From an optimization exercise on the open Yosys and OpenROAD flow, aimed at small area, a short achievable clock period and few clock cycles per item; shortcuts taken in it are not production practice.
RTL that was checked went through simulation tests only; none was proved equivalent to the original.
The RTL of run 2 was laid out without a check of its function.

==> flow/design.v, too long to show whole: its modules and the start of the top module <==
// module multiply: 327 lines
module multiply (clk, prod, fin, mcand, mplier, reset);
  // ...
==> flow/flow/run.sh <==
#!/bin/bash
# Standard layout (the standard.sh, unchanged synthesis), but the ports get
# plain buf_2 buffers instead of the clkdlybuf4s50 delay cells that
# buffer_ports picks by default.  ORFS writes each step's log under orfs/logs.
export BUFFER_PORTS_ARGS="-buffer_cell sky130_fd_sc_hd__buf_2"
bash standard.sh > standard.log 2>&1
==> flow/standard.sh <==
#!/bin/bash
# synth_recipe.tcl (not shown) runs the flow's synth.tcl, then flattens the netlist and writes it again
# the make line also repeats each setting of config.mk as NAME=value (left out here)
make -C /OpenROAD-flow-scripts/flow DESIGN_CONFIG=/design/flow/config.mk WORK_HOME=/design/flow/orfs CLKGATE_MAP_FILE= SYNTH_SCRIPT=/design/flow/synth_recipe.tcl "${@:-finish}"
==> flow/config.mk <==
export PLATFORM = sky130hd
export DESIGN_NAME = multiply
export DESIGN_NICKNAME = multiply
export VERILOG_FILES = /design/flow/design.v
export SDC_FILE = /design/flow/constraint.sdc
export NUM_CORES = 4
export LEC_CHECK = 0
export CAP_MARGIN = 20
export CORE_MARGIN = 2
export CORE_UTILIZATION = 40
export SLEW_MARGIN = 20
==> flow/constraint.sdc <==
create_clock -name core_clock -period 4.5 [get_ports {clk}]
set_input_delay 0.9000 -clock core_clock [delete_from_list [all_inputs] [get_ports {clk}]]
set_output_delay 0.9000 -clock core_clock [all_outputs]
set_load 0.01 [all_outputs]
==> flow_metrics.py, run 1 <==
metrics = {
    "final_layout": {
        "final_cell_mix": "buf_2, xnor2_1, dfxtp_1",
        "multiInputGateArea_um2": 6910,
        "multi_input_area_share_pct": 64.3,
        "drive_gt1_share_pct": 20.6,
        "multi_input_cells": 722,
    },
    "critical_path": {
        "slowest_stage": "o21ai_0",
        "rrSetupSlack_ns": 0.57,
        "crit_start": "lx[0]",
        "path_buf_inv": 2,
        "crit_chain": "fa_1 > inv_1 > fa_1 > nand2b_1 > a21oi_1 > o21ai_0 > a21oi_1 > a2111oi_0 > a311oi_1 > buf_2",
    },
    "floorplanning": {
        "num_rows": 56,
    },
    "global_route": {
        "grt_max_degree": 60,
        "met3_usage_pct": 4.63,
        "busiest_layer": "met2",
        "met1_usage_pct": 29.1,
        "grt_antenna_before_repair": 0,
    },
    "cts": {
        "cts_resized": 0,
        "clock_sinks": 112,
        "worstSkewPairLatency_ns": 0.36,
    },
    "synthesis": {
        "synth-simple-area-share_pct": 9.47,
        "synth-compound-area-share_pct": 16.3,
        "yosysMostFrequentCell": "xnor2_1",
        "yosysUniqueCellTypes": 61,
        "syn-num-nets": 1159,
    },
    "worst_hold_path": {
        "hold_end": "sh[2]",
    },
    "placement": {
        "hpwl_um": 19700,
    },
    "run_status": {
        "status": "no timing/DRC/antenna violations",
    },
    "sta": {
        "fin_ws_ns": 0.261,
        "slew_viol_final": 0,
        "hold_ws_ns": 0.482,
        "fin_crit_sh_pct": 94.2,
    },
    "route": {
        "routed_wl_um": 24700,
        "drc": 0,
        "drt-wirelength-per-cell_um": 18.3,
        "wl_met2_um": 11100,
    },
}
Testbench counts, summed over its fixed seeds: cycles 22,400, items 3,200.
==> run 2: changes to the inputs <==
==> flow/design.v (replaced) <==
module multiply (clk, prod, fin, mcand, mplier, reset);
	input clk, reset;
	output [63:0] prod;
	output fin;
	input [31:0] mcand, mplier;
	reg first;		 
	reg [1:0] cnt;		 
	reg [32:0] S, C;	 
	reg [11:0] lx, ly;	 
	reg cin;		 
	reg [5:0] e1, e2, en;	 
	reg [23:0] sh;	 
	assign fin = (cnt == 3);
	wire [35:0] mpx = {4'd0, mplier};
	wire [12:0] nxt = first ? mpx[23:11] : sh[23:11];	 
	wire [32:0] a = S & {33{~first}} | {1'b1, 32'd0} & {33{first}};
	wire [32:0] b = C & {33{~first}};
	wire [33:0] m1 = {2'b00, mcand};
	wire [33:0] m2 = {1'b0, mcand, 1'b0};
	wire [2:0] f0 = {mplier[1], mplier[0], 1'b0};
	wire [2:0] q0 = nxt[2:0];
	wire s1_0 = e1[0] | first & (f0[1] ^ f0[0]);
	wire s2_0 = e2[0] | first & ((f0 == 3'b100) | (f0 == 3'b011));
	wire ng0 = en[0] | first & f0[2];
	wire [33:0] r0 = (({34{s1_0}} & m1) | ({34{s2_0}} & m2)) ^ {34{ng0}};
	wire [2:0] f1 = {mplier[3], mplier[2], mplier[1]};
	wire [2:0] q1 = nxt[4:2];
	wire s1_1 = e1[1] | first & (f1[1] ^ f1[0]);
	wire s2_1 = e2[1] | first & ((f1 == 3'b100) | (f1 == 3'b011));
	wire ng1 = en[1] | first & f1[2];
	wire [33:0] r1 = (({34{s1_1}} & m1) | ({34{s2_1}} & m2)) ^ {34{ng1}};
	wire [2:0] f2 = {mplier[5], mplier[4], mplier[3]};
	wire [2:0] q2 = nxt[6:4];
	wire s1_2 = e1[2] | first & (f2[1] ^ f2[0]);
	wire s2_2 = e2[2] | first & ((f2 == 3'b100) | (f2 == 3'b011));
	wire ng2 = en[2] | first & f2[2];
	wire [33:0] r2 = (({34{s1_2}} & m1) | ({34{s2_2}} & m2)) ^ {34{ng2}};
	wire [2:0] f3 = {mplier[7], mplier[6], mplier[5]};
	wire [2:0] q3 = nxt[8:6];
	wire s1_3 = e1[3] | first & (f3[1] ^ f3[0]);
	wire s2_3 = e2[3] | first & ((f3 == 3'b100) | (f3 == 3'b011));
	wire ng3 = en[3] | first & f3[2];
	wire [33:0] r3 = (({34{s1_3}} & m1) | ({34{s2_3}} & m2)) ^ {34{ng3}};
	wire [2:0] f4 = {mplier[9], mplier[8], mplier[7]};
	wire [2:0] q4 = nxt[10:8];
	wire s1_4 = e1[4] | first & (f4[1] ^ f4[0]);
	wire s2_4 = e2[4] | first & ((f4 == 3'b100) | (f4 == 3'b011));
	wire ng4 = en[4] | first & f4[2];
	wire [33:0] r4 = (({34{s1_4}} & m1) | ({34{s2_4}} & m2)) ^ {34{ng4}};
	wire [2:0] f5 = {mplier[11], mplier[10], mplier[9]};
	wire [2:0] q5 = nxt[12:10];
	wire s1_5 = e1[5] | first & (f5[1] ^ f5[0]);
	wire s2_5 = e2[5] | first & ((f5 == 3'b100) | (f5 == 3'b011));
	wire ng5 = en[5] | first & f5[2];
	wire [33:0] r5 = (({34{s1_5}} & m1) | ({34{s2_5}} & m2)) ^ {34{ng5}};
	wire l0_6_0_s = a[6] ^ b[6];
	wire l0_6_0_c = a[6] & b[6];
	wire l0_7_1_s = a[7] ^ b[7];
	wire l0_7_1_c = a[7] & b[7];
	wire l0_8_2_s = a[8] ^ b[8] ^ r0[8];
	wire l0_8_2_c = (a[8] & b[8]) | (a[8] & r0[8]) | (b[8] & r0[8]);
	wire l0_8_3_s = r1[6] ^ r2[4];
	wire l0_8_3_c = r1[6] & r2[4];
	wire l0_9_4_s = a[9] ^ b[9] ^ r0[9];
	wire l0_9_4_c = (a[9] & b[9]) | (a[9] & r0[9]) | (b[9] & r0[9]);
	wire l0_9_5_s = r1[7] ^ r2[5];
	wire l0_9_5_c = r1[7] & r2[5];
	wire l0_10_6_s = a[10] ^ b[10] ^ r0[10];
	wire l0_10_6_c = (a[10] & b[10]) | (a[10] & r0[10]) | (b[10] & r0[10]);
	wire l0_10_7_s = r1[8] ^ r2[6] ^ r3[4];
	wire l0_10_7_c = (r1[8] & r2[6]) | (r1[8] & r3[4]) | (r2[6] & r3[4]);
	wire l0_10_8_s = r4[2] ^ r5[0];
	wire l0_10_8_c = r4[2] & r5[0];
	wire l0_11_9_s = a[11] ^ b[11] ^ r0[11];
	wire l0_11_9_c = (a[11] & b[11]) | (a[11] & r0[11]) | (b[11] & r0[11]);
	wire l0_11_10_s = r1[9] ^ r2[7] ^ r3[5];
	wire l0_11_10_c = (r1[9] & r2[7]) | (r1[9] & r3[5]) | (r2[7] & r3[5]);
	wire l0_11_11_s = r4[3] ^ r5[1];
	wire l0_11_11_c = r4[3] & r5[1];
	wire l0_12_12_s = a[12] ^ b[12] ^ r0[12];
	wire l0_12_12_c = (a[12] & b[12]) | (a[12] & r0[12]) | (b[12] & r0[12]);
	wire l0_12_13_s = r1[10] ^ r2[8] ^ r3[6];
	wire l0_12_13_c = (r1[10] & r2[8]) | (r1[10] & r3[6]) | (r2[8] & r3[6]);
	wire l0_12_14_s = r4[4] ^ r5[2];
	wire l0_12_14_c = r4[4] & r5[2];
	wire l0_13_15_s = a[13] ^ b[13] ^ r0[13];
	wire l0_13_15_c = (a[13] & b[13]) | (a[13] & r0[13]) | (b[13] & r0[13]);
	wire l0_13_16_s = r1[11] ^ r2[9] ^ r3[7];
	wire l0_13_16_c = (r1[11] & r2[9]) | (r1[11] & r3[7]) | (r2[9] & r3[7]);
	wire l0_13_17_s = r4[5] ^ r5[3];
	wire l0_13_17_c = r4[5] & r5[3];
	wire l0_14_18_s = a[14] ^ b[14] ^ r0[14];
	wire l0_14_18_c = (a[14] & b[14]) | (a[14] & r0[14]) | (b[14] & r0[14]);
	wire l0_14_19_s = r1[12] ^ r2[10] ^ r3[8];
	wire l0_14_19_c = (r1[12] & r2[10]) | (r1[12] & r3[8]) | (r2[10] & r3[8]);
	wire l0_14_20_s = r4[6] ^ r5[4];
	wire l0_14_20_c = r4[6] & r5[4];
	wire l0_15_21_s = a[15] ^ b[15] ^ r0[15];
	wire l0_15_21_c = (a[15] & b[15]) | (a[15] & r0[15]) | (b[15] & r0[15]);
	wire l0_15_22_s = r1[13] ^ r2[11] ^ r3[9];
	wire l0_15_22_c = (r1[13] & r2[11]) | (r1[13] & r3[9]) | (r2[11] & r3[9]);
	wire l0_15_23_s = r4[7] ^ r5[5];
	wire l0_15_23_c = r4[7] & r5[5];
	wire l0_16_24_s = a[16] ^ b[16] ^ r0[16];
	wire l0_16_24_c = (a[16] & b[16]) | (a[16] & r0[16]) | (b[16] & r0[16]);
	wire l0_16_25_s = r1[14] ^ r2[12] ^ r3[10];
	wire l0_16_25_c = (r1[14] & r2[12]) | (r1[14] & r3[10]) | (r2[12] & r3[10]);
	wire l0_16_26_s = r4[8] ^ r5[6];
	wire l0_16_26_c = r4[8] & r5[6];
	wire l0_17_27_s = a[17] ^ b[17] ^ r0[17];
	wire l0_17_27_c = (a[17] & b[17]) | (a[17] & r0[17]) | (b[17] & r0[17]);
	wire l0_17_28_s = r1[15] ^ r2[13] ^ r3[11];
	wire l0_17_28_c = (r1[15] & r2[13]) | (r1[15] & r3[11]) | (r2[13] & r3[11]);
	wire l0_17_29_s = r4[9] ^ r5[7];
	wire l0_17_29_c = r4[9] & r5[7];
	wire l0_18_30_s = a[18] ^ b[18] ^ r0[18];
	wire l0_18_30_c = (a[18] & b[18]) | (a[18] & r0[18]) | (b[18] & r0[18]);
	wire l0_18_31_s = r1[16] ^ r2[14] ^ r3[12];
	wire l0_18_31_c = (r1[16] & r2[14]) | (r1[16] & r3[12]) | (r2[14] & r3[12]);
	wire l0_18_32_s = r4[10] ^ r5[8];
	wire l0_18_32_c = r4[10] & r5[8];
	wire l0_19_33_s = a[19] ^ b[19] ^ r0[19];
	wire l0_19_33_c = (a[19] & b[19]) | (a[19] & r0[19]) | (b[19] & r0[19]);
	wire l0_19_34_s = r1[17] ^ r2[15] ^ r3[13];
	wire l0_19_34_c = (r1[17] & r2[15]) | (r1[17] & r3[13]) | (r2[15] & r3[13]);
	wire l0_19_35_s = r4[11] ^ r5[9];
	wire l0_19_35_c = r4[11] & r5[9];
	wire l0_20_36_s = a[20] ^ b[20] ^ r0[20];
	wire l0_20_36_c = (a[20] & b[20]) | (a[20] & r0[20]) | (b[20] & r0[20]);
	wire l0_20_37_s = r1[18] ^ r2[16] ^ r3[14];
	wire l0_20_37_c = (r1[18] & r2[16]) | (r1[18] & r3[14]) | (r2[16] & r3[14]);
	wire l0_20_38_s = r4[12] ^ r5[10];
	wire l0_20_38_c = r4[12] & r5[10];
	wire l0_21_39_s = a[21] ^ b[21] ^ r0[21];
	wire l0_21_39_c = (a[21] & b[21]) | (a[21] & r0[21]) | (b[21] & r0[21]);
	wire l0_21_40_s = r1[19] ^ r2[17] ^ r3[15];
	wire l0_21_40_c = (r1[19] & r2[17]) | (r1[19] & r3[15]) | (r2[17] & r3[15]);
	wire l0_21_41_s = r4[13] ^ r5[11];
	wire l0_21_41_c = r4[13] & r5[11];
	wire l0_22_42_s = a[22] ^ b[22] ^ r0[22];
	wire l0_22_42_c = (a[22] & b[22]) | (a[22] & r0[22]) | (b[22] & r0[22]);
	wire l0_22_43_s = r1[20] ^ r2[18] ^ r3[16];
	wire l0_22_43_c = (r1[20] & r2[18]) | (r1[20] & r3[16]) | (r2[18] & r3[16]);
	wire l0_22_44_s = r4[14] ^ r5[12];
	wire l0_22_44_c = r4[14] & r5[12];
	wire l0_23_45_s = a[23] ^ b[23] ^ r0[23];
	wire l0_23_45_c = (a[23] & b[23]) | (a[23] & r0[23]) | (b[23] & r0[23]);
	wire l0_23_46_s = r1[21] ^ r2[19] ^ r3[17];
	wire l0_23_46_c = (r1[21] & r2[19]) | (r1[21] & r3[17]) | (r2[19] & r3[17]);
	wire l0_23_47_s = r4[15] ^ r5[13];
	wire l0_23_47_c = r4[15] & r5[13];
	wire l0_24_48_s = a[24] ^ b[24] ^ r0[24];
	wire l0_24_48_c = (a[24] & b[24]) | (a[24] & r0[24]) | (b[24] & r0[24]);
	wire l0_24_49_s = r1[22] ^ r2[20] ^ r3[18];
	wire l0_24_49_c = (r1[22] & r2[20]) | (r1[22] & r3[18]) | (r2[20] & r3[18]);
	wire l0_24_50_s = r4[16] ^ r5[14];
	wire l0_24_50_c = r4[16] & r5[14];
	wire l0_25_51_s = a[25] ^ b[25] ^ r0[25];
	wire l0_25_51_c = (a[25] & b[25]) | (a[25] & r0[25]) | (b[25] & r0[25]);
	wire l0_25_52_s = r1[23] ^ r2[21] ^ r3[19];
	wire l0_25_52_c = (r1[23] & r2[21]) | (r1[23] & r3[19]) | (r2[21] & r3[19]);
	wire l0_25_53_s = r4[17] ^ r5[15];
	wire l0_25_53_c = r4[17] & r5[15];
	wire l0_26_54_s = a[26] ^ b[26] ^ r0[26];
	wire l0_26_54_c = (a[26] & b[26]) | (a[26] & r0[26]) | (b[26] & r0[26]);
	wire l0_26_55_s = r1[24] ^ r2[22] ^ r3[20];
	wire l0_26_55_c = (r1[24] & r2[22]) | (r1[24] & r3[20]) | (r2[22] & r3[20]);
	wire l0_26_56_s = r4[18] ^ r5[16];
	wire l0_26_56_c = r4[18] & r5[16];
	wire l0_27_57_s = a[27] ^ b[27] ^ r0[27];
	wire l0_27_57_c = (a[27] & b[27]) | (a[27] & r0[27]) | (b[27] & r0[27]);
	wire l0_27_58_s = r1[25] ^ r2[23] ^ r3[21];
	wire l0_27_58_c = (r1[25] & r2[23]) | (r1[25] & r3[21]) | (r2[23] & r3[21]);
	wire l0_27_59_s = r4[19] ^ r5[17];
	wire l0_27_59_c = r4[19] & r5[17];
	wire l0_28_60_s = a[28] ^ b[28] ^ r0[28];
	wire l0_28_60_c = (a[28] & b[28]) | (a[28] & r0[28]) | (b[28] & r0[28]);
	wire l0_28_61_s = r1[26] ^ r2[24] ^ r3[22];
	wire l0_28_61_c = (r1[26] & r2[24]) | (r1[26] & r3[22]) | (r2[24] & r3[22]);
	wire l0_28_62_s = r4[20] ^ r5[18];
	wire l0_28_62_c = r4[20] & r5[18];
	wire l0_29_63_s = a[29] ^ b[29] ^ r0[29];
	wire l0_29_63_c = (a[29] & b[29]) | (a[29] & r0[29]) | (b[29] & r0[29]);
	wire l0_29_64_s = r1[27] ^ r2[25] ^ r3[23];
	wire l0_29_64_c = (r1[27] & r2[25]) | (r1[27] & r3[23]) | (r2[25] & r3[23]);
	wire l0_29_65_s = r4[21] ^ r5[19];
	wire l0_29_65_c = r4[21] & r5[19];
	wire l0_30_66_s = a[30] ^ b[30] ^ r0[30];
	wire l0_30_66_c = (a[30] & b[30]) | (a[30] & r0[30]) | (b[30] & r0[30]);
	wire l0_30_67_s = r1[28] ^ r2[26] ^ r3[24];
	wire l0_30_67_c = (r1[28] & r2[26]) | (r1[28] & r3[24]) | (r2[26] & r3[24]);
	wire l0_30_68_s = r4[22] ^ r5[20];
	wire l0_30_68_c = r4[22] & r5[20];
	wire l0_31_69_s = a[31] ^ b[31] ^ r0[31];
	wire l0_31_69_c = (a[31] & b[31]) | (a[31] & r0[31]) | (b[31] & r0[31]);
	wire l0_31_70_s = r1[29] ^ r2[27] ^ r3[25];
	wire l0_31_70_c = (r1[29] & r2[27]) | (r1[29] & r3[25]) | (r2[27] & r3[25]);
	wire l0_31_71_s = r4[23] ^ r5[21];
	wire l0_31_71_c = r4[23] & r5[21];
	wire l0_32_72_s = a[32] ^ b[32] ^ r0[32];
	wire l0_32_72_c = (a[32] & b[32]) | (a[32] & r0[32]) | (b[32] & r0[32]);
	wire l0_32_73_s = r1[30] ^ r2[28] ^ r3[26];
	wire l0_32_73_c = (r1[30] & r2[28]) | (r1[30] & r3[26]) | (r2[28] & r3[26]);
	wire l0_32_74_s = r4[24] ^ r5[22] ^ 1'b1;
	wire l0_32_74_c = (r4[24] & r5[22]) | (r4[24] & 1'b1) | (r5[22] & 1'b1);
	wire l0_33_75_s = ~r0[33] ^ r1[31] ^ r2[29];
	wire l0_33_75_c = (~r0[33] & r1[31]) | (~r0[33] & r2[29]) | (r1[31] & r2[29]);
	wire l0_33_76_s = r3[27] ^ r4[25];
	wire l0_33_76_c = r3[27] & r4[25];
	wire l0_34_77_s = r1[32] ^ r2[30] ^ r3[28];
	wire l0_34_77_c = (r1[32] & r2[30]) | (r1[32] & r3[28]) | (r2[30] & r3[28]);
	wire l1_2_78_s = a[2] ^ b[2];
	wire l1_2_78_c = a[2] & b[2];
	wire l1_3_79_s = a[3] ^ b[3];
	wire l1_3_79_c = a[3] & b[3];
	wire l1_4_80_s = a[4] ^ b[4] ^ r0[4];
	wire l1_4_80_c = (a[4] & b[4]) | (a[4] & r0[4]) | (b[4] & r0[4]);
	wire l1_4_81_s = r1[2] ^ r2[0];
	wire l1_4_81_c = r1[2] & r2[0];
	wire l1_5_82_s = a[5] ^ b[5] ^ r0[5];
	wire l1_5_82_c = (a[5] & b[5]) | (a[5] & r0[5]) | (b[5] & r0[5]);
	wire l1_5_83_s = r1[3] ^ r2[1];
	wire l1_5_83_c = r1[3] & r2[1];
	wire l1_6_84_s = l0_6_0_s ^ r0[6] ^ r1[4];
	wire l1_6_84_c = (l0_6_0_s & r0[6]) | (l0_6_0_s & r1[4]) | (r0[6] & r1[4]);
	wire l1_6_85_s = r2[2] ^ r3[0] ^ ng3;
	wire l1_6_85_c = (r2[2] & r3[0]) | (r2[2] & ng3) | (r3[0] & ng3);
	wire l1_7_86_s = l0_6_0_c ^ l0_7_1_s ^ r0[7];
	wire l1_7_86_c = (l0_6_0_c & l0_7_1_s) | (l0_6_0_c & r0[7]) | (l0_7_1_s & r0[7]);
	wire l1_7_87_s = r1[5] ^ r2[3] ^ r3[1];
	wire l1_7_87_c = (r1[5] & r2[3]) | (r1[5] & r3[1]) | (r2[3] & r3[1]);
	wire l1_8_88_s = l0_7_1_c ^ l0_8_2_s ^ l0_8_3_s;
	wire l1_8_88_c = (l0_7_1_c & l0_8_2_s) | (l0_7_1_c & l0_8_3_s) | (l0_8_2_s & l0_8_3_s);
	wire l1_8_89_s = r3[2] ^ r4[0] ^ ng4;
	wire l1_8_89_c = (r3[2] & r4[0]) | (r3[2] & ng4) | (r4[0] & ng4);
	wire l1_9_90_s = l0_8_2_c ^ l0_8_3_c ^ l0_9_4_s;
	wire l1_9_90_c = (l0_8_2_c & l0_8_3_c) | (l0_8_2_c & l0_9_4_s) | (l0_8_3_c & l0_9_4_s);
	wire l1_9_91_s = l0_9_5_s ^ r3[3] ^ r4[1];
	wire l1_9_91_c = (l0_9_5_s & r3[3]) | (l0_9_5_s & r4[1]) | (r3[3] & r4[1]);
	wire l1_10_92_s = l0_9_4_c ^ l0_9_5_c ^ l0_10_6_s;
	wire l1_10_92_c = (l0_9_4_c & l0_9_5_c) | (l0_9_4_c & l0_10_6_s) | (l0_9_5_c & l0_10_6_s);
	wire l1_10_93_s = l0_10_7_s ^ l0_10_8_s ^ ng5;
	wire l1_10_93_c = (l0_10_7_s & l0_10_8_s) | (l0_10_7_s & ng5) | (l0_10_8_s & ng5);
	wire l1_11_94_s = l0_10_6_c ^ l0_10_7_c ^ l0_10_8_c;
	wire l1_11_94_c = (l0_10_6_c & l0_10_7_c) | (l0_10_6_c & l0_10_8_c) | (l0_10_7_c & l0_10_8_c);
	wire l1_11_95_s = l0_11_9_s ^ l0_11_10_s ^ l0_11_11_s;
	wire l1_11_95_c = (l0_11_9_s & l0_11_10_s) | (l0_11_9_s & l0_11_11_s) | (l0_11_10_s & l0_11_11_s);
	wire l1_12_96_s = l0_11_9_c ^ l0_11_10_c ^ l0_11_11_c;
	wire l1_12_96_c = (l0_11_9_c & l0_11_10_c) | (l0_11_9_c & l0_11_11_c) | (l0_11_10_c & l0_11_11_c);
	wire l1_12_97_s = l0_12_12_s ^ l0_12_13_s ^ l0_12_14_s;
	wire l1_12_97_c = (l0_12_12_s & l0_12_13_s) | (l0_12_12_s & l0_12_14_s) | (l0_12_13_s & l0_12_14_s);
	wire l1_13_98_s = l0_12_12_c ^ l0_12_13_c ^ l0_12_14_c;
	wire l1_13_98_c = (l0_12_12_c & l0_12_13_c) | (l0_12_12_c & l0_12_14_c) | (l0_12_13_c & l0_12_14_c);
	wire l1_13_99_s = l0_13_15_s ^ l0_13_16_s ^ l0_13_17_s;
	wire l1_13_99_c = (l0_13_15_s & l0_13_16_s) | (l0_13_15_s & l0_13_17_s) | (l0_13_16_s & l0_13_17_s);
	wire l1_14_100_s = l0_13_15_c ^ l0_13_16_c ^ l0_13_17_c;
	wire l1_14_100_c = (l0_13_15_c & l0_13_16_c) | (l0_13_15_c & l0_13_17_c) | (l0_13_16_c & l0_13_17_c);
	wire l1_14_101_s = l0_14_18_s ^ l0_14_19_s ^ l0_14_20_s;
	wire l1_14_101_c = (l0_14_18_s & l0_14_19_s) | (l0_14_18_s & l0_14_20_s) | (l0_14_19_s & l0_14_20_s);
	wire l1_15_102_s = l0_14_18_c ^ l0_14_19_c ^ l0_14_20_c;
	wire l1_15_102_c = (l0_14_18_c & l0_14_19_c) | (l0_14_18_c & l0_14_20_c) | (l0_14_19_c & l0_14_20_c);
	wire l1_15_103_s = l0_15_21_s ^ l0_15_22_s ^ l0_15_23_s;
	wire l1_15_103_c = (l0_15_21_s & l0_15_22_s) | (l0_15_21_s & l0_15_23_s) | (l0_15_22_s & l0_15_23_s);
	wire l1_16_104_s = l0_15_21_c ^ l0_15_22_c ^ l0_15_23_c;
	wire l1_16_104_c = (l0_15_21_c & l0_15_22_c) | (l0_15_21_c & l0_15_23_c) | (l0_15_22_c & l0_15_23_c);
	wire l1_16_105_s = l0_16_24_s ^ l0_16_25_s ^ l0_16_26_s;
	wire l1_16_105_c = (l0_16_24_s & l0_16_25_s) | (l0_16_24_s & l0_16_26_s) | (l0_16_25_s & l0_16_26_s);
	wire l1_17_106_s = l0_16_24_c ^ l0_16_25_c ^ l0_16_26_c;
	wire l1_17_106_c = (l0_16_24_c & l0_16_25_c) | (l0_16_24_c & l0_16_26_c) | (l0_16_25_c & l0_16_26_c);
	wire l1_17_107_s = l0_17_27_s ^ l0_17_28_s ^ l0_17_29_s;
	wire l1_17_107_c = (l0_17_27_s & l0_17_28_s) | (l0_17_27_s & l0_17_29_s) | (l0_17_28_s & l0_17_29_s);
	wire l1_18_108_s = l0_17_27_c ^ l0_17_28_c ^ l0_17_29_c;
	wire l1_18_108_c = (l0_17_27_c & l0_17_28_c) | (l0_17_27_c & l0_17_29_c) | (l0_17_28_c & l0_17_29_c);
	wire l1_18_109_s = l0_18_30_s ^ l0_18_31_s ^ l0_18_32_s;
	wire l1_18_109_c = (l0_18_30_s & l0_18_31_s) | (l0_18_30_s & l0_18_32_s) | (l0_18_31_s & l0_18_32_s);
	wire l1_19_110_s = l0_18_30_c ^ l0_18_31_c ^ l0_18_32_c;
	wire l1_19_110_c = (l0_18_30_c & l0_18_31_c) | (l0_18_30_c & l0_18_32_c) | (l0_18_31_c & l0_18_32_c);
	wire l1_19_111_s = l0_19_33_s ^ l0_19_34_s ^ l0_19_35_s;
	wire l1_19_111_c = (l0_19_33_s & l0_19_34_s) | (l0_19_33_s & l0_19_35_s) | (l0_19_34_s & l0_19_35_s);
	wire l1_20_112_s = l0_19_33_c ^ l0_19_34_c ^ l0_19_35_c;
	wire l1_20_112_c = (l0_19_33_c & l0_19_34_c) | (l0_19_33_c & l0_19_35_c) | (l0_19_34_c & l0_19_35_c);
	wire l1_20_113_s = l0_20_36_s ^ l0_20_37_s ^ l0_20_38_s;
	wire l1_20_113_c = (l0_20_36_s & l0_20_37_s) | (l0_20_36_s & l0_20_38_s) | (l0_20_37_s & l0_20_38_s);
	wire l1_21_114_s = l0_20_36_c ^ l0_20_37_c ^ l0_20_38_c;
	wire l1_21_114_c = (l0_20_36_c & l0_20_37_c) | (l0_20_36_c & l0_20_38_c) | (l0_20_37_c & l0_20_38_c);
	wire l1_21_115_s = l0_21_39_s ^ l0_21_40_s ^ l0_21_41_s;
	wire l1_21_115_c = (l0_21_39_s & l0_21_40_s) | (l0_21_39_s & l0_21_41_s) | (l0_21_40_s & l0_21_41_s);
	wire l1_22_116_s = l0_21_39_c ^ l0_21_40_c ^ l0_21_41_c;
	wire l1_22_116_c = (l0_21_39_c & l0_21_40_c) | (l0_21_39_c & l0_21_41_c) | (l0_21_40_c & l0_21_41_c);
	wire l1_22_117_s = l0_22_42_s ^ l0_22_43_s ^ l0_22_44_s;
	wire l1_22_117_c = (l0_22_42_s & l0_22_43_s) | (l0_22_42_s & l0_22_44_s) | (l0_22_43_s & l0_22_44_s);
	wire l1_23_118_s = l0_22_42_c ^ l0_22_43_c ^ l0_22_44_c;
	wire l1_23_118_c = (l0_22_42_c & l0_22_43_c) | (l0_22_42_c & l0_22_44_c) | (l0_22_43_c & l0_22_44_c);
	wire l1_23_119_s = l0_23_45_s ^ l0_23_46_s ^ l0_23_47_s;
	wire l1_23_119_c = (l0_23_45_s & l0_23_46_s) | (l0_23_45_s & l0_23_47_s) | (l0_23_46_s & l0_23_47_s);
	wire l1_24_120_s = l0_23_45_c ^ l0_23_46_c ^ l0_23_47_c;
	wire l1_24_120_c = (l0_23_45_c & l0_23_46_c) | (l0_23_45_c & l0_23_47_c) | (l0_23_46_c & l0_23_47_c);
	wire l1_24_121_s = l0_24_48_s ^ l0_24_49_s ^ l0_24_50_s;
	wire l1_24_121_c = (l0_24_48_s & l0_24_49_s) | (l0_24_48_s & l0_24_50_s) | (l0_24_49_s & l0_24_50_s);
	wire l1_25_122_s = l0_24_48_c ^ l0_24_49_c ^ l0_24_50_c;
	wire l1_25_122_c = (l0_24_48_c & l0_24_49_c) | (l0_24_48_c & l0_24_50_c) | (l0_24_49_c & l0_24_50_c);
	wire l1_25_123_s = l0_25_51_s ^ l0_25_52_s ^ l0_25_53_s;
	wire l1_25_123_c = (l0_25_51_s & l0_25_52_s) | (l0_25_51_s & l0_25_53_s) | (l0_25_52_s & l0_25_53_s);
	wire l1_26_124_s = l0_25_51_c ^ l0_25_52_c ^ l0_25_53_c;
	wire l1_26_124_c = (l0_25_51_c & l0_25_52_c) | (l0_25_51_c & l0_25_53_c) | (l0_25_52_c & l0_25_53_c);
	wire l1_26_125_s = l0_26_54_s ^ l0_26_55_s ^ l0_26_56_s;
	wire l1_26_125_c = (l0_26_54_s & l0_26_55_s) | (l0_26_54_s & l0_26_56_s) | (l0_26_55_s & l0_26_56_s);
	wire l1_27_126_s = l0_26_54_c ^ l0_26_55_c ^ l0_26_56_c;
	wire l1_27_126_c = (l0_26_54_c & l0_26_55_c) | (l0_26_54_c & l0_26_56_c) | (l0_26_55_c & l0_26_56_c);
	wire l1_27_127_s = l0_27_57_s ^ l0_27_58_s ^ l0_27_59_s;
	wire l1_27_127_c = (l0_27_57_s & l0_27_58_s) | (l0_27_57_s & l0_27_59_s) | (l0_27_58_s & l0_27_59_s);
	wire l1_28_128_s = l0_27_57_c ^ l0_27_58_c ^ l0_27_59_c;
	wire l1_28_128_c = (l0_27_57_c & l0_27_58_c) | (l0_27_57_c & l0_27_59_c) | (l0_27_58_c & l0_27_59_c);
	wire l1_28_129_s = l0_28_60_s ^ l0_28_61_s ^ l0_28_62_s;
	wire l1_28_129_c = (l0_28_60_s & l0_28_61_s) | (l0_28_60_s & l0_28_62_s) | (l0_28_61_s & l0_28_62_s);
	wire l1_29_130_s = l0_28_60_c ^ l0_28_61_c ^ l0_28_62_c;
	wire l1_29_130_c = (l0_28_60_c & l0_28_61_c) | (l0_28_60_c & l0_28_62_c) | (l0_28_61_c & l0_28_62_c);
	wire l1_29_131_s = l0_29_63_s ^ l0_29_64_s ^ l0_29_65_s;
	wire l1_29_131_c = (l0_29_63_s & l0_29_64_s) | (l0_29_63_s & l0_29_65_s) | (l0_29_64_s & l0_29_65_s);
	wire l1_30_132_s = l0_29_63_c ^ l0_29_64_c ^ l0_29_65_c;
	wire l1_30_132_c = (l0_29_63_c & l0_29_64_c) | (l0_29_63_c & l0_29_65_c) | (l0_29_64_c & l0_29_65_c);
	wire l1_30_133_s = l0_30_66_s ^ l0_30_67_s ^ l0_30_68_s;
	wire l1_30_133_c = (l0_30_66_s & l0_30_67_s) | (l0_30_66_s & l0_30_68_s) | (l0_30_67_s & l0_30_68_s);
	wire l1_31_134_s = l0_30_66_c ^ l0_30_67_c ^ l0_30_68_c;
	wire l1_31_134_c = (l0_30_66_c & l0_30_67_c) | (l0_30_66_c & l0_30_68_c) | (l0_30_67_c & l0_30_68_c);
	wire l1_31_135_s = l0_31_69_s ^ l0_31_70_s ^ l0_31_71_s;
	wire l1_31_135_c = (l0_31_69_s & l0_31_70_s) | (l0_31_69_s & l0_31_71_s) | (l0_31_70_s & l0_31_71_s);
	wire l1_32_136_s = l0_31_69_c ^ l0_31_70_c ^ l0_31_71_c;
	wire l1_32_136_c = (l0_31_69_c & l0_31_70_c) | (l0_31_69_c & l0_31_71_c) | (l0_31_70_c & l0_31_71_c);
	wire l1_32_137_s = l0_32_72_s ^ l0_32_73_s ^ l0_32_74_s;
	wire l1_32_137_c = (l0_32_72_s & l0_32_73_s) | (l0_32_72_s & l0_32_74_s) | (l0_32_73_s & l0_32_74_s);
	wire l1_33_138_s = l0_32_72_c ^ l0_32_73_c ^ l0_32_74_c;
	wire l1_33_138_c = (l0_32_72_c & l0_32_73_c) | (l0_32_72_c & l0_32_74_c) | (l0_32_73_c & l0_32_74_c);
	wire l1_33_139_s = l0_33_75_s ^ l0_33_76_s ^ r5[23];
	wire l1_33_139_c = (l0_33_75_s & l0_33_76_s) | (l0_33_75_s & r5[23]) | (l0_33_76_s & r5[23]);
	wire l1_34_140_s = l0_33_75_c ^ l0_33_76_c ^ l0_34_77_s;
	wire l1_34_140_c = (l0_33_75_c & l0_33_76_c) | (l0_33_75_c & l0_34_77_s) | (l0_33_76_c & l0_34_77_s);
	wire l1_34_141_s = r4[26] ^ r5[24] ^ 1'b1;
	wire l1_34_141_c = (r4[26] & r5[24]) | (r4[26] & 1'b1) | (r5[24] & 1'b1);
	wire l1_35_142_s = l0_34_77_c ^ ~r1[33] ^ r2[31];
	wire l1_35_142_c = (l0_34_77_c & ~r1[33]) | (l0_34_77_c & r2[31]) | (~r1[33] & r2[31]);
	wire l1_35_143_s = r3[29] ^ r4[27] ^ r5[25];
	wire l1_35_143_c = (r3[29] & r4[27]) | (r3[29] & r5[25]) | (r4[27] & r5[25]);
	wire l1_36_144_s = r2[32] ^ r3[30] ^ r4[28];
	wire l1_36_144_c = (r2[32] & r3[30]) | (r2[32] & r4[28]) | (r3[30] & r4[28]);
	wire l1_36_145_s = r5[26] ^ 1'b1;
	wire l1_36_145_c = r5[26] & 1'b1;
	wire l1_37_146_s = ~r2[33] ^ r3[31] ^ r4[29];
	wire l1_37_146_c = (~r2[33] & r3[31]) | (~r2[33] & r4[29]) | (r3[31] & r4[29]);
	wire l1_38_147_s = r3[32] ^ r4[30];
	wire l1_38_147_c = r3[32] & r4[30];
	wire l2_0_148_s = a[0] ^ b[0];
	wire l2_0_148_c = a[0] & b[0];
	wire l2_1_149_s = a[1] ^ b[1];
	wire l2_1_149_c = a[1] & b[1];
	wire l2_2_150_s = l1_2_78_s ^ r0[2] ^ r1[0];
	wire l2_2_150_c = (l1_2_78_s & r0[2]) | (l1_2_78_s & r1[0]) | (r0[2] & r1[0]);
	wire l2_3_151_s = l1_2_78_c ^ l1_3_79_s ^ r0[3];
	wire l2_3_151_c = (l1_2_78_c & l1_3_79_s) | (l1_2_78_c & r0[3]) | (l1_3_79_s & r0[3]);
	wire l2_4_152_s = l1_3_79_c ^ l1_4_80_s ^ l1_4_81_s;
	wire l2_4_152_c = (l1_3_79_c & l1_4_80_s) | (l1_3_79_c & l1_4_81_s) | (l1_4_80_s & l1_4_81_s);
	wire l2_5_153_s = l1_4_80_c ^ l1_4_81_c ^ l1_5_82_s;
	wire l2_5_153_c = (l1_4_80_c & l1_4_81_c) | (l1_4_80_c & l1_5_82_s) | (l1_4_81_c & l1_5_82_s);
	wire l2_6_154_s = l1_5_82_c ^ l1_5_83_c ^ l1_6_84_s;
	wire l2_6_154_c = (l1_5_82_c & l1_5_83_c) | (l1_5_82_c & l1_6_84_s) | (l1_5_83_c & l1_6_84_s);
	wire l2_7_155_s = l1_6_84_c ^ l1_6_85_c ^ l1_7_86_s;
	wire l2_7_155_c = (l1_6_84_c & l1_6_85_c) | (l1_6_84_c & l1_7_86_s) | (l1_6_85_c & l1_7_86_s);
	wire l2_8_156_s = l1_7_86_c ^ l1_7_87_c ^ l1_8_88_s;
	wire l2_8_156_c = (l1_7_86_c & l1_7_87_c) | (l1_7_86_c & l1_8_88_s) | (l1_7_87_c & l1_8_88_s);
	wire l2_9_157_s = l1_8_88_c ^ l1_8_89_c ^ l1_9_90_s;
	wire l2_9_157_c = (l1_8_88_c & l1_8_89_c) | (l1_8_88_c & l1_9_90_s) | (l1_8_89_c & l1_9_90_s);
	wire l2_10_158_s = l1_9_90_c ^ l1_9_91_c ^ l1_10_92_s;
	wire l2_10_158_c = (l1_9_90_c & l1_9_91_c) | (l1_9_90_c & l1_10_92_s) | (l1_9_91_c & l1_10_92_s);
	wire l2_11_159_s = l1_10_92_c ^ l1_10_93_c ^ l1_11_94_s;
	wire l2_11_159_c = (l1_10_92_c & l1_10_93_c) | (l1_10_92_c & l1_11_94_s) | (l1_10_93_c & l1_11_94_s);
	wire l2_12_160_s = l1_11_94_c ^ l1_11_95_c ^ l1_12_96_s;
	wire l2_12_160_c = (l1_11_94_c & l1_11_95_c) | (l1_11_94_c & l1_12_96_s) | (l1_11_95_c & l1_12_96_s);
	wire l2_13_161_s = l1_12_96_c ^ l1_12_97_c ^ l1_13_98_s;
	wire l2_13_161_c = (l1_12_96_c & l1_12_97_c) | (l1_12_96_c & l1_13_98_s) | (l1_12_97_c & l1_13_98_s);
	wire l2_14_162_s = l1_13_98_c ^ l1_13_99_c ^ l1_14_100_s;
	wire l2_14_162_c = (l1_13_98_c & l1_13_99_c) | (l1_13_98_c & l1_14_100_s) | (l1_13_99_c & l1_14_100_s);
	wire l2_15_163_s = l1_14_100_c ^ l1_14_101_c ^ l1_15_102_s;
	wire l2_15_163_c = (l1_14_100_c & l1_14_101_c) | (l1_14_100_c & l1_15_102_s) | (l1_14_101_c & l1_15_102_s);
	wire l2_16_164_s = l1_15_102_c ^ l1_15_103_c ^ l1_16_104_s;
	wire l2_16_164_c = (l1_15_102_c & l1_15_103_c) | (l1_15_102_c & l1_16_104_s) | (l1_15_103_c & l1_16_104_s);
	wire l2_17_165_s = l1_16_104_c ^ l1_16_105_c ^ l1_17_106_s;
	wire l2_17_165_c = (l1_16_104_c & l1_16_105_c) | (l1_16_104_c & l1_17_106_s) | (l1_16_105_c & l1_17_106_s);
	wire l2_18_166_s = l1_17_106_c ^ l1_17_107_c ^ l1_18_108_s;
	wire l2_18_166_c = (l1_17_106_c & l1_17_107_c) | (l1_17_106_c & l1_18_108_s) | (l1_17_107_c & l1_18_108_s);
	wire l2_19_167_s = l1_18_108_c ^ l1_18_109_c ^ l1_19_110_s;
	wire l2_19_167_c = (l1_18_108_c & l1_18_109_c) | (l1_18_108_c & l1_19_110_s) | (l1_18_109_c & l1_19_110_s);
	wire l2_20_168_s = l1_19_110_c ^ l1_19_111_c ^ l1_20_112_s;
	wire l2_20_168_c = (l1_19_110_c & l1_19_111_c) | (l1_19_110_c & l1_20_112_s) | (l1_19_111_c & l1_20_112_s);
	wire l2_21_169_s = l1_20_112_c ^ l1_20_113_c ^ l1_21_114_s;
	wire l2_21_169_c = (l1_20_112_c & l1_20_113_c) | (l1_20_112_c & l1_21_114_s) | (l1_20_113_c & l1_21_114_s);
	wire l2_22_170_s = l1_21_114_c ^ l1_21_115_c ^ l1_22_116_s;
	wire l2_22_170_c = (l1_21_114_c & l1_21_115_c) | (l1_21_114_c & l1_22_116_s) | (l1_21_115_c & l1_22_116_s);
	wire l2_23_171_s = l1_22_116_c ^ l1_22_117_c ^ l1_23_118_s;
	wire l2_23_171_c = (l1_22_116_c & l1_22_117_c) | (l1_22_116_c & l1_23_118_s) | (l1_22_117_c & l1_23_118_s);
	wire l2_24_172_s = l1_23_118_c ^ l1_23_119_c ^ l1_24_120_s;
	wire l2_24_172_c = (l1_23_118_c & l1_23_119_c) | (l1_23_118_c & l1_24_120_s) | (l1_23_119_c & l1_24_120_s);
	wire l2_25_173_s = l1_24_120_c ^ l1_24_121_c ^ l1_25_122_s;
	wire l2_25_173_c = (l1_24_120_c & l1_24_121_c) | (l1_24_120_c & l1_25_122_s) | (l1_24_121_c & l1_25_122_s);
	wire l2_26_174_s = l1_25_122_c ^ l1_25_123_c ^ l1_26_124_s;
	wire l2_26_174_c = (l1_25_122_c & l1_25_123_c) | (l1_25_122_c & l1_26_124_s) | (l1_25_123_c & l1_26_124_s);
	wire l2_27_175_s = l1_26_124_c ^ l1_26_125_c ^ l1_27_126_s;
	wire l2_27_175_c = (l1_26_124_c & l1_26_125_c) | (l1_26_124_c & l1_27_126_s) | (l1_26_125_c & l1_27_126_s);
	wire l2_28_176_s = l1_27_126_c ^ l1_27_127_c ^ l1_28_128_s;
	wire l2_28_176_c = (l1_27_126_c & l1_27_127_c) | (l1_27_126_c & l1_28_128_s) | (l1_27_127_c & l1_28_128_s);
	wire l2_29_177_s = l1_28_128_c ^ l1_28_129_c ^ l1_29_130_s;
	wire l2_29_177_c = (l1_28_128_c & l1_28_129_c) | (l1_28_128_c & l1_29_130_s) | (l1_28_129_c & l1_29_130_s);
	wire l2_30_178_s = l1_29_130_c ^ l1_29_131_c ^ l1_30_132_s;
	wire l2_30_178_c = (l1_29_130_c & l1_29_131_c) | (l1_29_130_c & l1_30_132_s) | (l1_29_131_c & l1_30_132_s);
	wire l2_31_179_s = l1_30_132_c ^ l1_30_133_c ^ l1_31_134_s;
	wire l2_31_179_c = (l1_30_132_c & l1_30_133_c) | (l1_30_132_c & l1_31_134_s) | (l1_30_133_c & l1_31_134_s);
	wire l2_32_180_s = l1_31_134_c ^ l1_31_135_c ^ l1_32_136_s;
	wire l2_32_180_c = (l1_31_134_c & l1_31_135_c) | (l1_31_134_c & l1_32_136_s) | (l1_31_135_c & l1_32_136_s);
	wire l2_33_181_s = l1_32_136_c ^ l1_32_137_c ^ l1_33_138_s;
	wire l2_33_181_c = (l1_32_136_c & l1_32_137_c) | (l1_32_136_c & l1_33_138_s) | (l1_32_137_c & l1_33_138_s);
	wire l2_34_182_s = l1_33_138_c ^ l1_33_139_c ^ l1_34_140_s;
	wire l2_34_182_c = (l1_33_138_c & l1_33_139_c) | (l1_33_138_c & l1_34_140_s) | (l1_33_139_c & l1_34_140_s);
	wire l2_35_183_s = l1_34_140_c ^ l1_34_141_c ^ l1_35_142_s;
	wire l2_35_183_c = (l1_34_140_c & l1_34_141_c) | (l1_34_140_c & l1_35_142_s) | (l1_34_141_c & l1_35_142_s);
	wire l2_36_184_s = l1_35_142_c ^ l1_35_143_c ^ l1_36_144_s;
	wire l2_36_184_c = (l1_35_142_c & l1_35_143_c) | (l1_35_142_c & l1_36_144_s) | (l1_35_143_c & l1_36_144_s);
	wire l2_37_185_s = l1_36_144_c ^ l1_36_145_c ^ l1_37_146_s;
	wire l2_37_185_c = (l1_36_144_c & l1_36_145_c) | (l1_36_144_c & l1_37_146_s) | (l1_36_145_c & l1_37_146_s);
	wire l2_38_186_s = l1_37_146_c ^ l1_38_147_s ^ r5[28];
	wire l2_38_186_c = (l1_37_146_c & l1_38_147_s) | (l1_37_146_c & r5[28]) | (l1_38_147_s & r5[28]);
	wire l2_39_187_s = l1_38_147_c ^ ~r3[33] ^ r4[31];
	wire l2_39_187_c = (l1_38_147_c & ~r3[33]) | (l1_38_147_c & r4[31]) | (~r3[33] & r4[31]);
	wire l2_40_188_s = r4[32] ^ r5[30];
	wire l2_40_188_c = r4[32] & r5[30];
	wire l3_0_189_s = l2_0_148_s ^ r0[0];
	wire l3_0_189_c = l2_0_148_s & r0[0];
	wire l3_1_190_s = l2_0_148_c ^ l2_1_149_s ^ r0[1];
	wire l3_1_190_c = (l2_0_148_c & l2_1_149_s) | (l2_0_148_c & r0[1]) | (l2_1_149_s & r0[1]);
	wire l3_2_191_s = l2_1_149_c ^ l2_2_150_s ^ ng1;
	wire l3_2_191_c = (l2_1_149_c & l2_2_150_s) | (l2_1_149_c & ng1) | (l2_2_150_s & ng1);
	wire l3_3_192_s = l2_2_150_c ^ l2_3_151_s ^ r1[1];
	wire l3_3_192_c = (l2_2_150_c & l2_3_151_s) | (l2_2_150_c & r1[1]) | (l2_3_151_s & r1[1]);
	wire l3_4_193_s = l2_3_151_c ^ l2_4_152_s ^ ng2;
	wire l3_4_193_c = (l2_3_151_c & l2_4_152_s) | (l2_3_151_c & ng2) | (l2_4_152_s & ng2);
	wire l3_5_194_s = l2_4_152_c ^ l2_5_153_s ^ l1_5_83_s;
	wire l3_5_194_c = (l2_4_152_c & l2_5_153_s) | (l2_4_152_c & l1_5_83_s) | (l2_5_153_s & l1_5_83_s);
	wire l3_6_195_s = l2_5_153_c ^ l2_6_154_s ^ l1_6_85_s;
	wire l3_6_195_c = (l2_5_153_c & l2_6_154_s) | (l2_5_153_c & l1_6_85_s) | (l2_6_154_s & l1_6_85_s);
	wire l3_7_196_s = l2_6_154_c ^ l2_7_155_s ^ l1_7_87_s;
	wire l3_7_196_c = (l2_6_154_c & l2_7_155_s) | (l2_6_154_c & l1_7_87_s) | (l2_7_155_s & l1_7_87_s);
	wire l3_8_197_s = l2_7_155_c ^ l2_8_156_s ^ l1_8_89_s;
	wire l3_8_197_c = (l2_7_155_c & l2_8_156_s) | (l2_7_155_c & l1_8_89_s) | (l2_8_156_s & l1_8_89_s);
	wire l3_9_198_s = l2_8_156_c ^ l2_9_157_s ^ l1_9_91_s;
	wire l3_9_198_c = (l2_8_156_c & l2_9_157_s) | (l2_8_156_c & l1_9_91_s) | (l2_9_157_s & l1_9_91_s);
	wire l3_10_199_s = l2_9_157_c ^ l2_10_158_s ^ l1_10_93_s;
	wire l3_10_199_c = (l2_9_157_c & l2_10_158_s) | (l2_9_157_c & l1_10_93_s) | (l2_10_158_s & l1_10_93_s);
	wire l3_11_200_s = l2_10_158_c ^ l2_11_159_s ^ l1_11_95_s;
	wire l3_11_200_c = (l2_10_158_c & l2_11_159_s) | (l2_10_158_c & l1_11_95_s) | (l2_11_159_s & l1_11_95_s);
	wire l3_12_201_s = l2_11_159_c ^ l2_12_160_s ^ l1_12_97_s;
	wire l3_12_201_c = (l2_11_159_c & l2_12_160_s) | (l2_11_159_c & l1_12_97_s) | (l2_12_160_s & l1_12_97_s);
	wire l3_13_202_s = l2_12_160_c ^ l2_13_161_s ^ l1_13_99_s;
	wire l3_13_202_c = (l2_12_160_c & l2_13_161_s) | (l2_12_160_c & l1_13_99_s) | (l2_13_161_s & l1_13_99_s);
	wire l3_14_203_s = l2_13_161_c ^ l2_14_162_s ^ l1_14_101_s;
	wire l3_14_203_c = (l2_13_161_c & l2_14_162_s) | (l2_13_161_c & l1_14_101_s) | (l2_14_162_s & l1_14_101_s);
	wire l3_15_204_s = l2_14_162_c ^ l2_15_163_s ^ l1_15_103_s;
	wire l3_15_204_c = (l2_14_162_c & l2_15_163_s) | (l2_14_162_c & l1_15_103_s) | (l2_15_163_s & l1_15_103_s);
	wire l3_16_205_s = l2_15_163_c ^ l2_16_164_s ^ l1_16_105_s;
	wire l3_16_205_c = (l2_15_163_c & l2_16_164_s) | (l2_15_163_c & l1_16_105_s) | (l2_16_164_s & l1_16_105_s);
	wire l3_17_206_s = l2_16_164_c ^ l2_17_165_s ^ l1_17_107_s;
	wire l3_17_206_c = (l2_16_164_c & l2_17_165_s) | (l2_16_164_c & l1_17_107_s) | (l2_17_165_s & l1_17_107_s);
	wire l3_18_207_s = l2_17_165_c ^ l2_18_166_s ^ l1_18_109_s;
	wire l3_18_207_c = (l2_17_165_c & l2_18_166_s) | (l2_17_165_c & l1_18_109_s) | (l2_18_166_s & l1_18_109_s);
	wire l3_19_208_s = l2_18_166_c ^ l2_19_167_s ^ l1_19_111_s;
	wire l3_19_208_c = (l2_18_166_c & l2_19_167_s) | (l2_18_166_c & l1_19_111_s) | (l2_19_167_s & l1_19_111_s);
	wire l3_20_209_s = l2_19_167_c ^ l2_20_168_s ^ l1_20_113_s;
	wire l3_20_209_c = (l2_19_167_c & l2_20_168_s) | (l2_19_167_c & l1_20_113_s) | (l2_20_168_s & l1_20_113_s);
	wire l3_21_210_s = l2_20_168_c ^ l2_21_169_s ^ l1_21_115_s;
	wire l3_21_210_c = (l2_20_168_c & l2_21_169_s) | (l2_20_168_c & l1_21_115_s) | (l2_21_169_s & l1_21_115_s);
	wire l3_22_211_s = l2_21_169_c ^ l2_22_170_s ^ l1_22_117_s;
	wire l3_22_211_c = (l2_21_169_c & l2_22_170_s) | (l2_21_169_c & l1_22_117_s) | (l2_22_170_s & l1_22_117_s);
	wire l3_23_212_s = l2_22_170_c ^ l2_23_171_s ^ l1_23_119_s;
	wire l3_23_212_c = (l2_22_170_c & l2_23_171_s) | (l2_22_170_c & l1_23_119_s) | (l2_23_171_s & l1_23_119_s);
	wire l3_24_213_s = l2_23_171_c ^ l2_24_172_s ^ l1_24_121_s;
	wire l3_24_213_c = (l2_23_171_c & l2_24_172_s) | (l2_23_171_c & l1_24_121_s) | (l2_24_172_s & l1_24_121_s);
	wire l3_25_214_s = l2_24_172_c ^ l2_25_173_s ^ l1_25_123_s;
	wire l3_25_214_c = (l2_24_172_c & l2_25_173_s) | (l2_24_172_c & l1_25_123_s) | (l2_25_173_s & l1_25_123_s);
	wire l3_26_215_s = l2_25_173_c ^ l2_26_174_s ^ l1_26_125_s;
	wire l3_26_215_c = (l2_25_173_c & l2_26_174_s) | (l2_25_173_c & l1_26_125_s) | (l2_26_174_s & l1_26_125_s);
	wire l3_27_216_s = l2_26_174_c ^ l2_27_175_s ^ l1_27_127_s;
	wire l3_27_216_c = (l2_26_174_c & l2_27_175_s) | (l2_26_174_c & l1_27_127_s) | (l2_27_175_s & l1_27_127_s);
	wire l3_28_217_s = l2_27_175_c ^ l2_28_176_s ^ l1_28_129_s;
	wire l3_28_217_c = (l2_27_175_c & l2_28_176_s) | (l2_27_175_c & l1_28_129_s) | (l2_28_176_s & l1_28_129_s);
	wire l3_29_218_s = l2_28_176_c ^ l2_29_177_s ^ l1_29_131_s;
	wire l3_29_218_c = (l2_28_176_c & l2_29_177_s) | (l2_28_176_c & l1_29_131_s) | (l2_29_177_s & l1_29_131_s);
	wire l3_30_219_s = l2_29_177_c ^ l2_30_178_s ^ l1_30_133_s;
	wire l3_30_219_c = (l2_29_177_c & l2_30_178_s) | (l2_29_177_c & l1_30_133_s) | (l2_30_178_s & l1_30_133_s);
	wire l3_31_220_s = l2_30_178_c ^ l2_31_179_s ^ l1_31_135_s;
	wire l3_31_220_c = (l2_30_178_c & l2_31_179_s) | (l2_30_178_c & l1_31_135_s) | (l2_31_179_s & l1_31_135_s);
	wire l3_32_221_s = l2_31_179_c ^ l2_32_180_s ^ l1_32_137_s;
	wire l3_32_221_c = (l2_31_179_c & l2_32_180_s) | (l2_31_179_c & l1_32_137_s) | (l2_32_180_s & l1_32_137_s);
	wire l3_33_222_s = l2_32_180_c ^ l2_33_181_s ^ l1_33_139_s;
	wire l3_33_222_c = (l2_32_180_c & l2_33_181_s) | (l2_32_180_c & l1_33_139_s) | (l2_33_181_s & l1_33_139_s);
	wire l3_34_223_s = l2_33_181_c ^ l2_34_182_s ^ l1_34_141_s;
	wire l3_34_223_c = (l2_33_181_c & l2_34_182_s) | (l2_33_181_c & l1_34_141_s) | (l2_34_182_s & l1_34_141_s);
	wire l3_35_224_s = l2_34_182_c ^ l2_35_183_s ^ l1_35_143_s;
	wire l3_35_224_c = (l2_34_182_c & l2_35_183_s) | (l2_34_182_c & l1_35_143_s) | (l2_35_183_s & l1_35_143_s);
	wire l3_36_225_s = l2_35_183_c ^ l2_36_184_s ^ l1_36_145_s;
	wire l3_36_225_c = (l2_35_183_c & l2_36_184_s) | (l2_35_183_c & l1_36_145_s) | (l2_36_184_s & l1_36_145_s);
	wire l3_37_226_s = l2_36_184_c ^ l2_37_185_s ^ r5[27];
	wire l3_37_226_c = (l2_36_184_c & l2_37_185_s) | (l2_36_184_c & r5[27]) | (l2_37_185_s & r5[27]);
	wire l3_38_227_s = l2_37_185_c ^ l2_38_186_s ^ 1'b1;
	wire l3_38_227_c = (l2_37_185_c & l2_38_186_s) | (l2_37_185_c & 1'b1) | (l2_38_186_s & 1'b1);
	wire l3_39_228_s = l2_38_186_c ^ l2_39_187_s ^ r5[29];
	wire l3_39_228_c = (l2_38_186_c & l2_39_187_s) | (l2_38_186_c & r5[29]) | (l2_39_187_s & r5[29]);
	wire l3_40_229_s = l2_39_187_c ^ l2_40_188_s ^ 1'b1;
	wire l3_40_229_c = (l2_39_187_c & l2_40_188_s) | (l2_39_187_c & 1'b1) | (l2_40_188_s & 1'b1);
	wire l3_41_230_s = l2_40_188_c ^ ~r4[33] ^ r5[31];
	wire l3_41_230_c = (l2_40_188_c & ~r4[33]) | (l2_40_188_c & r5[31]) | (~r4[33] & r5[31]);
	wire l3_42_231_s = r5[32] ^ 1'b1;
	wire l3_42_231_c = r5[32] & 1'b1;
	wire [44:0] x = {1'b0, l3_42_231_c, l3_41_230_c, l3_40_229_c, l3_39_228_c, l3_38_227_c, l3_37_226_c, l3_36_225_c, l3_35_224_c, l3_34_223_c, l3_33_222_c, l3_32_221_c, l3_31_220_c, l3_30_219_c, l3_29_218_c, l3_28_217_c, l3_27_216_c, l3_26_215_c, l3_25_214_c, l3_24_213_c, l3_23_212_c, l3_22_211_c, l3_21_210_c, l3_20_209_c, l3_19_208_c, l3_18_207_c, l3_17_206_c, l3_16_205_c, l3_15_204_c, l3_14_203_c, l3_13_202_c, l3_12_201_c, l3_11_200_c, l3_10_199_c, l3_9_198_c, l3_8_197_c, l3_7_196_c, l3_6_195_c, l3_5_194_c, l3_4_193_c, l3_3_192_c, l3_2_191_c, l3_1_190_c, l3_0_189_c, l3_0_189_s};
	wire [44:0] y = {1'b0, ~r5[33], l3_42_231_s, l3_41_230_s, l3_40_229_s, l3_39_228_s, l3_38_227_s, l3_37_226_s, l3_36_225_s, l3_35_224_s, l3_34_223_s, l3_33_222_s, l3_32_221_s, l3_31_220_s, l3_30_219_s, l3_29_218_s, l3_28_217_s, l3_27_216_s, l3_26_215_s, l3_25_214_s, l3_24_213_s, l3_23_212_s, l3_22_211_s, l3_21_210_s, l3_20_209_s, l3_19_208_s, l3_18_207_s, l3_17_206_s, l3_16_205_s, l3_15_204_s, l3_14_203_s, l3_13_202_s, l3_12_201_s, l3_11_200_s, l3_10_199_s, l3_9_198_s, l3_8_197_s, l3_7_196_s, l3_6_195_s, l3_5_194_s, l3_4_193_s, l3_3_192_s, l3_2_191_s, l3_1_190_s, ng0};
	wire [12:0] low = lx + ly + cin;	 
	always @(posedge clk) begin
		first <= reset;
		if (reset)
			cnt <= 0;
		else if (cnt != 3)
			cnt <= cnt + 1'b1;
		S <= x[44:12];
		C <= y[44:12];
		lx <= x[11:0];
		ly <= y[11:0];
		cin <= low[12] & ~first;
		e1 <= reset ? 6'd0 : {q5[1] ^ q5[0], q4[1] ^ q4[0], q3[1] ^ q3[0], q2[1] ^ q2[0], q1[1] ^ q1[0], q0[1] ^ q0[0]};
		e2 <= reset ? 6'd0 : {(q5 == 3'b100) | (q5 == 3'b011), (q4 == 3'b100) | (q4 == 3'b011), (q3 == 3'b100) | (q3 == 3'b011), (q2 == 3'b100) | (q2 == 3'b011), (q1 == 3'b100) | (q1 == 3'b011), (q0 == 3'b100) | (q0 == 3'b011)};
		en <= reset ? 6'd0 : {q5[2], q4[2], q3[2], q2[2], q1[2], q0[2]};
		sh <= first ? mpx[35:12] : {low[11:0], sh[23:12]};
	end
	wire [39:0] hi = {S, lx} + {C, ly} + cin;
	assign prod = {hi, sh};
endmodule
==> flow/flow/run.sh (replaced) <==
#!/bin/bash
# Standard layout, but with plain buffers on the ports instead of delay cells.
export BUFFER_PORTS_ARGS="-buffer_cell sky130_fd_sc_hd__buf_2"
bash standard.sh > standard.log 2>&1
==> flow/config.mk (replaced) <==
export PLATFORM = sky130hd
export DESIGN_NAME = multiply
export DESIGN_NICKNAME = multiply
export VERILOG_FILES = /design/flow/design.v
export SDC_FILE = /design/flow/constraint.sdc
export NUM_CORES = 4
export LEC_CHECK = 0
export CAP_MARGIN = 20
export CORE_MARGIN = 2
export CORE_UTILIZATION = 40
export SETUP_SLACK_MARGIN = 1.0
export SLEW_MARGIN = 20
==> flow_metrics.py, run 2 <==
metrics = {
    "cts": {
        "clk_path_buf_depth": 2,
        "clock_sinks": 134,
        "cts_buffers": 17,
        "worstSkewPairLatency_ns": 0.45,
        "clock-root-buffer": "clkbuf_16",
        "postCtsHoldBufs": 0,
        "h-tree-depth": 4,
        "clkSlewWorstSetupHoldPaths_ns": 0.06,
        "cts_tree": "built",
    },
    "final_layout": {
        "seq_area_um2": 2690,
        "final_cell_mix": "inv_1, dfxtp_1, buf_2",
        "largestRegisters": "C (32), S (32), sh (24)",
        "drive_gt1_share_pct": 37.4,
        "fin_area_um2": 19500,
        "fillerInstances": 3195,
        "syn_to_final_growth_pct": 31.0,
        "stdcell_count": 2209,
        "multiInputGateArea_um2": 12500,
        "final_common_cell": "inv_1",
        "fin_nets": 2081,
        "utilization_pct": 53.2,
    },
    "sta": {
        "fin_crit_sh_pct": 92.3,
        "slew_viol_final": 0,
        "fmaxAchievable_ghz": 0.241,
        "skew_ns": 0.00975,
        "worst_slew_pin_slew_ns": 0.703,
        "maxSlewHeadroom_pct": 51.8,
        "finalSetupViolations": 0,
        "fin_crit_ns": 4.15,
        "finalSetupTns_ns": 0,
        "final-hold-violation-count": 0,
        "rsz0062_at_grt": "true",
    },
    "route": {
        "drt_iter0_drc": 885,
        "vias": 12000,
        "vias_per_cell": 5.43,
        "first_pass_iters": 5,
        "drt-wirelength-per-cell_um": 21.6,
        "drc": 0,
        "routed_wl_um": 47700,
        "ant_nets": 0,
    },
    "synthesis": {
        "synth_top_family_by_area": "adder cells",
        "syn-num-nets": 1936,
        "ys.warnings.count": 1,
        "synth-xor-area-share_pct": 14.0,
        "synthTopCellsByCount": "inv_1, fa_1, a22oi_1, xnor2_1, dfxtp_1",
        "yosysUniqueCellTypes": 55,
        "synth_area_um2": 14900,
        "ys_ff_latch": 134,
        "synth_flop_cell": "dfxtp_1",
        "synth-edff-count": 0,
        "synth_top_area_cell": "fa_1",
        "muxShareOfSynthArea_pct": 2.40,
        "synth_fa_ha_area_share_pct": 33.8,
        "synth_area_per_cell_um2": 9.40,
        "synth-async-reset-ratio_pct": 0,
        "syn-instance-count": 1581,
        "synth-simple-area-share_pct": 6.67,
        "ys_seq_area_share_pct": 18.0,
        "synth-compound-area-share_pct": 15.8,
        "synth_top_area_share_pct": 25.2,
        "yosysMostFrequentCell": "inv_1",
        "yosys-top-cells-area": "fa_1, dfxtp_1, xnor2_1, a22oi_1, ha_1",
    },
    "floorplanning": {
        "coreArea_um2": 36600,
        "num_rows": 70,
        "start_util_pct": 40.6,
        "die_w_um": 197,
        "die_h_um": 197,
        "die_area_um2": 38700,
        "ios": 131,
    },
    "critical_path": {
        "critPathMaxFanout": 4,
        "reg2reg_from": "first",
        "rrSetupSlack_ns": 0.87,
        "r2r_end": "C[22]",
        "r2r_cells": 13,
        "crit_required_ns": 3.60,
        "arrival_ns": 3.25,
        "end_kind": "output port",
        "cp-start-kind": "register",
        "path_class": "reg2out",
    },
    "global_route": {
        "grt.overflow.total": 0,
        "grt_usage_pct": 25.3,
        "grt_max_degree": 42,
        "grt_antenna_before_repair": 2,
        "grt_pass1_vias": 12500,
        "grt_first_pass_wirelength_um": 73600,
    },
    "worst_hold_path": {
        "hold_depth": 2,
        "hold_end": "cnt[1]",
        "hold_path_class": "reg2reg",
        "hp-start": "cnt[1]",
    },
    "flow_run": {
        "cap_violations": 0,
    },
    "placement": {
        "hpwl_um": 33500,
        "place_congestion": 0.872,
        "port_buffers": 130,
        "placedCellCount": 2104,
        "placed_area_um2": 16900,
    },
    "run_status": {
        "status": "no timing/DRC/antenna violations",
    },
}
## run 2: final cells by class
class | instances | area share [%]
antenna | 2 | 0.0257
clock buffer | 20 | 2.35
clock inverter | 12 | 0.765
inverter | 257 | 5.24
multi-input combinational | 1083 | 64.0
sequential | 134 | 13.8
tap | 468 | 3.01
timing repair buffer | 233 | 10.9
## run 2: kinds of logic after synthesis
group | Yosys count
muxes | 34
AOI/OAI and AO/OA | 331
and+or+nand+nor | 191
adders and majority gates | 290
buffers and inverters | 364
DFF | 134
xor gates and xnor gates | 237
## run 2: timing repair
action / 4_1_cts / 5_1_grt
resized for setup: 200 / 83
pin swaps: 183 / 113
endpoints found under the setup margin: 93 / 93
cloned: 9 / 1
buffers inserted: 40 / 21
## run 2: per-stage QoR
| stage | hold WS, ns | setup WS, ns |
|---|---|---|
| final | 0.514 | 0.348 |
| after global routing | 0.551 | 0.148 |
| after floorplan | 0.468 | 0.503 |
| after CTS | 0.526 | 0.296 |
| after global placement | 0.480 | 0.114 |
| after detailed placement | 0.512 | 0.0845 |
## run 2: metal layers
metal | vias to the layer above | GRT usage, % | share of wire [%]
li1 | 5438 | - | -
met1 | 6050 | 32.6 | 42
met2 | 413 | 41.6 | 48
met3 | 95 | 4.64 | 5.9
met4 | 0 | 11.3 | 4.2
met5 | - | 0 | 0
## run 2: critical path, stage by stage, from the launching register on
cell	delay, ns
dfxtp_2	0.32
inv_2	0.06
fa_2	0.23
inv_2	0.04
fa_2	0.34
a21oi_2	0.16
o211ai_1	0.18
a41oi_1	0.22
a21boi_4	0.23
a21o_4	0.20
o21ai_4	0.09
buf_6	0.13
a31o_2	0.20
a311oi_2	0.24
buf_2	0.16
## run 2: how the worst max path moves through the flow
stage                     startpoint        to  depth (start not counted)
after floorplan            mplier[3]     C[22]                         14
after global placement     mplier[3]     C[22]                         15
after detailed placement   mplier[3]      C[2]                         13
after CTS                        cin  prod[60]                         14
after global routing             cin  prod[60]                         14
final                            cin  prod[60]                         14

port drivers added, routing unchanged:
The flow's constraints put no driver on any port. The routed layouts listed below were extracted and timed again, unchanged, in two steps.
Step 1 (the two cells are an assumption about what drives the block):
set clk [get_ports {clk}]
set_driving_cell -lib_cell sky130_fd_sc_hd__clkbuf_16 $clk
set_driving_cell -lib_cell sky130_fd_sc_hd__buf_2 [delete_from_list [all_inputs] $clk]
Step 2 moves the port delays by t, midway between the first and last clock arrival at a register: inputs arrive t later, outputs are due t later. That takes back most of the time a late clock gives input paths.
Three values: no drivers, after step 1, after step 2; two values: the first two.
run | t, ns | setup slack, ns | worst register clock-pin slew, ns | worst slew at a driven data input, ns | cell pins on the clock port's net
run 1 | 0.402 | 0.261 / 0.219 / 0.359 | 0.09 / 0.09 | 0.07 | 1
run 2 | 0.496 | 0.348 / 0.295 / 0.066 | 0.06 / 0.06 | 0.08 | 1
After both steps setup and hold are still met in every run listed. For run 2, which loses most, drivers alone change the setup slack by -0.053 ns; drivers and shift together by -0.282 ns.
